Source: an optimization exercise on an open RTL-to-GDS flow (aim: small area and a short achievable clock period). Production flows keep margins and buffers that such runs may drop.
Only simulation tests tie the RTL to the original design; equivalence was not proved.
Power and IR drop assume default switching activity.

## flow/design.v (module list and top-level ports; edited modules follow where they fit)
// module fa_cell: 4 lines
// module ha_cell: 4 lines
// module hai_cell: 4 lines
// module xor_cell: 3 lines
// module xnor_cell: 3 lines
// module or_cell: 3 lines
// module ALU_TOP: 2121 lines
module ALU_TOP #(parameter width_top = 16) (A, B, ALU_FUN,
    CLK,RST,
    ARITH_OUT,
    LOGIC_OUT,
    CMP_OUT,
    SHIFT_OUT,
    CARRY_OUT,
    ARITH_FLAG_OUT,
    LOGIC_FLAG_OUT,
    CMP_FLAG_OUT,
    SHIFT_FLAG_OUT
    );
  // ...
==> flow/flow/run.sh <==
#!/bin/bash
# Own layout flow: the standard flow (standard.sh) with two changes made
# through the environment the ORFS scripts read:
#  - the port buffers are sky130_fd_sc_hd__buf_1 instead of the flow's
#    default choice (every input and output port still gets its buffer);
#  - repair_timing aims for 91 ns of setup slack instead of 0, so that it
#    sizes up and buffers the longest paths (the SDC is unchanged).
# The make run's whole output goes to flow_make.log in this folder; ORFS keeps
# each step's full log under orfs/logs/.
set -euo pipefail
export BUFFER_PORTS_ARGS="-buffer_cell sky130_fd_sc_hd__buf_1"
export SETUP_SLACK_MARGIN=91
bash standard.sh > flow_make.log 2>&1
==> flow/standard.sh <==
#!/bin/bash
# synth_recipe.tcl (not shown) runs the flow's synth.tcl, then flattens the netlist and writes it again
# the make line also repeats each setting of config.mk as NAME=value (left out here)
make -C /OpenROAD-flow-scripts/flow DESIGN_CONFIG=/design/flow/config.mk WORK_HOME=/design/flow/orfs CLKGATE_MAP_FILE= SYNTH_SCRIPT=/design/flow/synth_recipe.tcl "${@:-finish}"
==> flow/config.mk <==
export PLATFORM = sky130hd
export DESIGN_NAME = ALU_TOP
export DESIGN_NICKNAME = ALU_TOP
export VERILOG_FILES = /design/flow/design.v
export SDC_FILE = /design/flow/constraint.sdc
export NUM_CORES = 4
export LEC_CHECK = 0
export ABC_AREA = 1
export CAP_MARGIN = 20
export CORE_MARGIN = 2
export CORE_UTILIZATION = 60
export PLACE_DENSITY = 0.72
export SLEW_MARGIN = 20
export SYNTH_HIERARCHICAL = 1
==> flow/constraint.sdc <==
create_clock -name core_clock -period 130.0 [get_ports {CLK}]
set_input_delay 26.0000 -clock core_clock [delete_from_list [all_inputs] [get_ports {CLK}]]
set_output_delay 26.0000 -clock core_clock [all_outputs]
set_load 0.01 [all_outputs]
==> metrics.md, run 1 <==
| Metric | Value |
|---|---|
| Switching fraction of total power | `about half` |
| Number of buffers inserted for hold repair after clock tree synthesis | `0` |
| Io pins | `171` |
| Via count normalized by instance count | `roughly 5.6` |
| Congestion Overflow GR | `0` |
| Setup repair after global routing missed its margin | `true` |
| Critical Path Sink | `ARITH_OUT[27]` |
| Layout Cell Area excl Fill | `between 15000 and 20000 µm²` |
| Gpl congestion | `0.974` |
| Fraction of layout instances using a drive strength above 1 | `9.53%` |
| Share of async-settable or async-resettable flops after synthesis | `between 7 and 8%` |
| Non-clk invs | `274` |
| Cell internal pwr | `0.0000974 W` |
| Total of plain and repair buffers excluding clock buffers | `184` |
| Outcome | `finished clean` |
| Ys flop type | `sky130_fd_sc_hd__dfxtp_1` |
| Routed length on met3 | `5370 µm` |
| Syn Inst Count | `2155` |
| Clock transition at the registers of the reported paths | `0.09 ns` |
| Fraction of met2 tracks used by global routing | `a little under three fifths` |
| Worst setup margin | `91.60 ns` |
| Non-filler instance count after layout | `about 2600` |
| Initial standard-cell utilization of the core | `61.4%` |
| Share of the clock period used by the worst path | `29.5%` |
| Max-slew violation count | `0` |
| Antenna violations before repair | `0` |
| Depth of the CTS H-tree | `2` |
| Seq_cells | `56` |
==> run 2, diff against run 1 <==
--- a/flow/config.mk
+++ b/flow/config.mk
@@ -8,7 +8,8 @@
 export ABC_AREA = 1
 export CAP_MARGIN = 20
 export CORE_MARGIN = 2
-export CORE_UTILIZATION = 60
-export PLACE_DENSITY = 0.72
+export CORE_UTILIZATION = 70
+export GPL_ROUTABILITY_DRIVEN = 0
+export PLACE_DENSITY = 0.8
 export SLEW_MARGIN = 20
 export SYNTH_HIERARCHICAL = 1
==> run 2 against run 1 <==
  * First-iteration DRC count rose by 49%
  * Global-route usage up 6.5 points
  * Largest power group unchanged
  * Die area shrank 14%
  * Still clean on timing, DRC and antenna
  * Core utilization up 9.9 points
  * Synthesized cell count is the same
==> metrics.md, run 2 <==
| Metric | Value |
|---|---|
| Initial standard-cell utilization of the core | `71.1% (was 61.4%)` |
| Count of antenna-violating nets left after detailed routing | `0 (unchanged)` |
| Remaining routing DRC violations | `0 (unchanged)` |
| Buffers on Ports | `125 (unchanged)` |
| Placeable core region | `23400 µm² (was 27100 µm²)` |
| Registers with the highest flip-flop counts | `a_r (16), b_r (16) (unchanged)` |
| Ys flop type | `sky130_fd_sc_hd__dfxtp_1 (unchanged)` |
| CP delay by family, top | `adder cells (unchanged)` |
| Highest ir drop seen on vdd | `0.0144 mV (was 0.0151 mV)` |
| Worst-Margin Slew | `1.01 ns (was 1.14 ns)` |
| Path type of the worst setup path | `reg -> out (unchanged)` |
| Shortest period the worst path allows | `38.55 ns (was 38.40 ns)` |
| Post-synthesis mux area share | `0.120% (unchanged)` |
| CTS root buf | `sky130_fd_sc_hd__clkbuf_16 (unchanged)` |
| Required time reported for the critical path endpoint | `104.00 ns (about the same)` |
| Via count normalized by instance count | `6.01 (was 5.59)` |
| Filler instances | `1848 (was 2410)` |
| Max-slew violation count | `0 (unchanged)` |
| Adder and majority gate portion of the synthesized area | `44.3% (unchanged)` |
| Final setup TNS | `0 ns (unchanged)` |
| Clock transition at the registers of the reported paths | `0.10 ns (was 0.09 ns)` |
| Post-DP Area | `17000 µm² (was 17100 µm²)` |
| Share of async-settable or async-resettable flops after synthesis | `7.14% (unchanged)` |
| # nets final | `2682 (was 2687)` |
| Final wirelength | `50200 µm (was 49600 µm)` |
| Final setup violating endpoints | `0 (unchanged)` |
| Crit path max fanout | `21 (unchanged)` |
| Total vias in the final route | `15300 (was 14600)` |
| Syn Inst Count | `2155 (unchanged)` |
| Most numerous cell types in the synthesized netlist | `637 x sky130_fd_sc_hd__nand2_1, 290 x sky130_fd_sc_hd__fa_1, 263 x sky130_fd_sc_hd__inv_1, 125 x sky130_fd_sc_hd__ha_1, 121 x sky130_fd_sc_hd__nand3_1 (unchanged)` |
| Sequential Power Share | `9.6% (was 9.5%)` |
| Register area share after synthesis | `6.86% (unchanged)` |
| Num CTS Buffers | `5 (unchanged)` |
| Switching fraction of total power | `52.1% (was 51.9%)` |
| EDFF count, synth | `0 (unchanged)` |
| Area leader, netlist | `sky130_fd_sc_hd__fa_1 (unchanged)` |
| Maximum capacitance violations | `0 (unchanged)` |
| Area overhead of the layout relative to synthesis | `5.45% (was 5.93%)` |
| Arrival time reported for the critical path endpoint | `12.55 ns (was 12.40 ns)` |
| Main combinational cell family by area after synthesis | `adder cells (unchanged)` |
| Cell internal pwr | `0.0000975 W (was 0.0000974 W)` |
| Io pins | `171 (unchanged)` |
| Number of storage elements in the synthesis netlist | `56 (unchanged)` |
| Share of the clock period used by the worst path | `29.7% (was 29.5%)` |
| Standby leakage power | `8.37 nW (was 8.39 nW)` |
| Most frequent cell on the critical path | `sky130_fd_sc_hd__fa_1 (unchanged)` |
| Antenna violations before repair | `0 (unchanged)` |
| Worst relative slew slack | `32.4% (was 23.9%)` |
| Fmax | `25.9 MHz (was 26.0 MHz)` |
| # clock sinks | `56 (unchanged)` |
| Fraction of the mapped netlist area in simple logic gates | `25.6% (unchanged)` |
| Count of endpoints failing hold in the final timing report | `0 (unchanged)` |
| Portion of total power attributed to combinational logic | `82.8% (was 83.1%)` |
| Kind of start point of the critical path | `flip-flop (unchanged)` |
| Share of Yosys cell area claimed by the top area cell type | `34.9% (unchanged)` |
| Leading cell type by number of instances after synthesis | `sky130_fd_sc_hd__nand2_1 (unchanged)` |
| Congestion Overflow GR | `0 (unchanged)` |
| Average wire length per cell after detail routing | `19.7 µm (was 19.0 µm)` |
| Antenna Diode Count | `0 (unchanged)` |
| Number of global-route vias before repair | `15000 (was 14600)` |
| Commonest cells after routing, fill and taps aside | `630 x sky130_fd_sc_hd__nand2_1, 290 x sky130_fd_sc_hd__fa_1, 250 x sky130_fd_sc_hd__inv_1, 125 x sky130_fd_sc_hd__ha_1, 125 x sky130_fd_sc_hd__buf_1 (was 631 x sky130_fd_sc_hd__nand2_1, 290 x sky130_fd_sc_hd__fa_1, 252 x sky130_fd_sc_hd__inv_1, 125 x sky130_fd_sc_hd__ha_1, 125 x sky130_fd_sc_hd__buf_1)` |
| Global-route usage over all layers | `41.6% (was 35.1%)` |
| Number of distinct library cells after synthesis | `56 (unchanged)` |
| Maximum root-to-sink buffer count | `2 (unchanged)` |
| First-pass detailed-route iteration total | `8 (was 5)` |
| Avg Inst Size Synth | `7.72 µm² (unchanged)` |
| Setup crit end kind | `output pin (unchanged)` |
| Syn Std Cell Area | `16600 µm² (unchanged)` |
| Y dimension of the die | `158 µm (was 171 µm)` |
| Peak per-stage delay on the critical path | `0.99 ns (about the same)` |
| Switching power total | `0.000106 W (was 0.000105 W)` |
| Die Outline Area | `25000 µm² (was 29100 µm²)` |
| XOR/XNOR Fraction of Synth Area | `3.00% (unchanged)` |
| Fraction of layout instances using a drive strength above 1 | `9.51% (was 9.53%)` |
| TritonCTS clock tree | `yes (unchanged)` |
| Outcome | `finished clean (unchanged)` |
| Worst path slowest cell | `sky130_fd_sc_hd__dfxtp_1 (unchanged)` |
| Share of the synthesized area in compound gates (AO/OA/AOI/OAI) | `8.46% (unchanged)` |
| Hold WS | `25.48 ns (was 25.50 ns)` |
| Number of buffers inserted for hold repair after clock tree synthesis | `0 (unchanged)` |
| Number of buffer and inverter stages on the critical path | `2 (unchanged)` |
| Pin count of the biggest net entering global routing | `52 (unchanged)` |
| Detailed placer's ending HPWL | `37600 µm (was 38500 µm)` |
| First-pass GRT wire length | `78400 µm (was 77500 µm)` |
| Worst hold path class | `in -> async (unchanged)` |
| PD cells | `11.6 nW/µm² (was 11.5 nW/µm²)` |
| Top post-synthesis cells by area | `sky130_fd_sc_hd__fa_1 35%, sky130_fd_sc_hd__nand2_1 14%, sky130_fd_sc_hd__ha_1 9.4% (unchanged)` |
| Count of yosys warnings during synthesis | `7 (unchanged)` |
| Die outline width | `158 µm (was 171 µm)` |
| Most frequent standard cell in the layout excluding fill and tap cells | `sky130_fd_sc_hd__nand2_1 (unchanged)` |
| Clk network pwr share | `7.6% (was 7.5%)` |
| Setup repair after global routing missed its margin | `false (was true)` |
| Detailed router's first-iteration violation count | `1599 (was 1070)` |
| Number of cell rows | `56 (was 60)` |
| Layout Cell Area excl Fill | `17500 µm² (was 17600 µm²)` |
| Depth of the CTS H-tree | `2 (unchanged)` |
-- run 2: logic make-up (layout without fill, tap and decap cells) --
family,count (synthesis),in the layout
mux,2,2
other cells,2,49
fa+ha+maj,415,415
simple gates,946,948
flops,56,56
xor+xnor,57,57
compound gates,242,242
buf+inv,435,461
-- run 2: power groups by stage --
stage	clock [W]	sequential (W)	combinational [W]
finish	0.0000155	0.0000195	0.000168
global route	0.0000162	0.0000196	0.000188
CTS	0.0000156	0.0000194	0.000162
global placement	0	0.0000197	0.000156
detailed placement	0	0.0000198	0.000158
floorplan	0	0.0000191	0.000115
-- run 2: per-layer routing --
layer  vias to the layer above  GRT usage, %  share of wire [%]
met3                       236          12.5                 13
met1                      7275          53.9                 37
met4                         0          18.9                5.3
li1                       6765             -                  -
met5                         -             0                  0
met2                      1041          64.6                 45
-- run 2: worst paths after layout --
| path | from | endpoint | slack [ns] | cells past startpoint |
|---|---|---|---|---|
| min in group core_clock | A[3] | a_r[3] | 25.74 | 1 |
| hold / removal | RST | arith_flag | 25.48 | 1 |
| max in group asynchronous | RST | shift_flag | 104.34 | 1 |
| setup / recovery | a_r[1] | ARITH_OUT[31] | 91.45 | 32 |
-- run 2: repair_timing --
action / in CTS / in global routing
gates cloned: 0 / 4
gates resized for setup: 20 / 35
pin swaps: 0 / 1
setup buffers: 9 / 14
setup endpoints to repair: 2 / 12
-- run 2: stage by stage --
| step | instances | setup WS, ns | util (%) | power [W] |
|---|---|---|---|---|
| after floorplan | 2202 | 92.71 | - | 0.000135 |
| after global placement | 2514 | 90.47 | 72.7 | 0.000176 |
| after detailed placement | 2514 | 89.80 | 72.7 | 0.000178 |
| after CTS | 2531 | 91.11 | 73.8 | 0.000197 |
| after global routing | 2549 | 90.91 | 75.0 | 0.000224 |
| final | 2549 | 91.45 | 75.0 | 0.000203 |
-- run 2: area by class of cell --
class	instances	area, µm²	area share [%]
Clock buffer	5	125	0.713
Clock inverter	3	25.0	0.143
Inverter	274	1080	6.16
Multi-Input combinational cell	1713	13800	78.8
Sequential cell	56	1160	6.59
Tap cell	319	399	2.27
Timing Repair Buffer	178	925	5.27
Timing Repair inverter	1	5.00	0.0285
-- run 2: Yosys stat by module, one instance, submodules excluded --
module / flip-flops and latches / cells inside / times used
ha_cell: 0 / 1 / 1
xnor_cell: 0 / 5 / 17
fa_cell: 0 / 1 / 245
or_cell: 0 / 3 / 17
ALU_TOP: 56 / 1773 / 1

-- re-timing with driven ports --
Ports are ideal in the flow. The routed layouts listed here were re-timed in OpenROAD.
Step 1 sets driving cells, clkbuf_16 on the clock port and buf_2 on the other inputs (assumed; they add their load-dependent delay and slew).
Step 2 also shifts input and output timing later by t, the mid clock arrival at the registers, as if the neighbouring blocks saw the same clock.
a / b / c = no drivers / after step 1 / after step 2; a / b = the first two.
| run | t, ns | setup WS [ns] | clock arrival spread, ns |
|---|---|---|---|
| run 1 | 0.362 | 91.599 / 91.548 / 91.643 | 0.016 / 0.016 |
| run 2 | 0.367 | 91.450 / 91.406 / 91.773 | 0.028 / 0.028 |
After both steps every run listed still meets setup and hold.
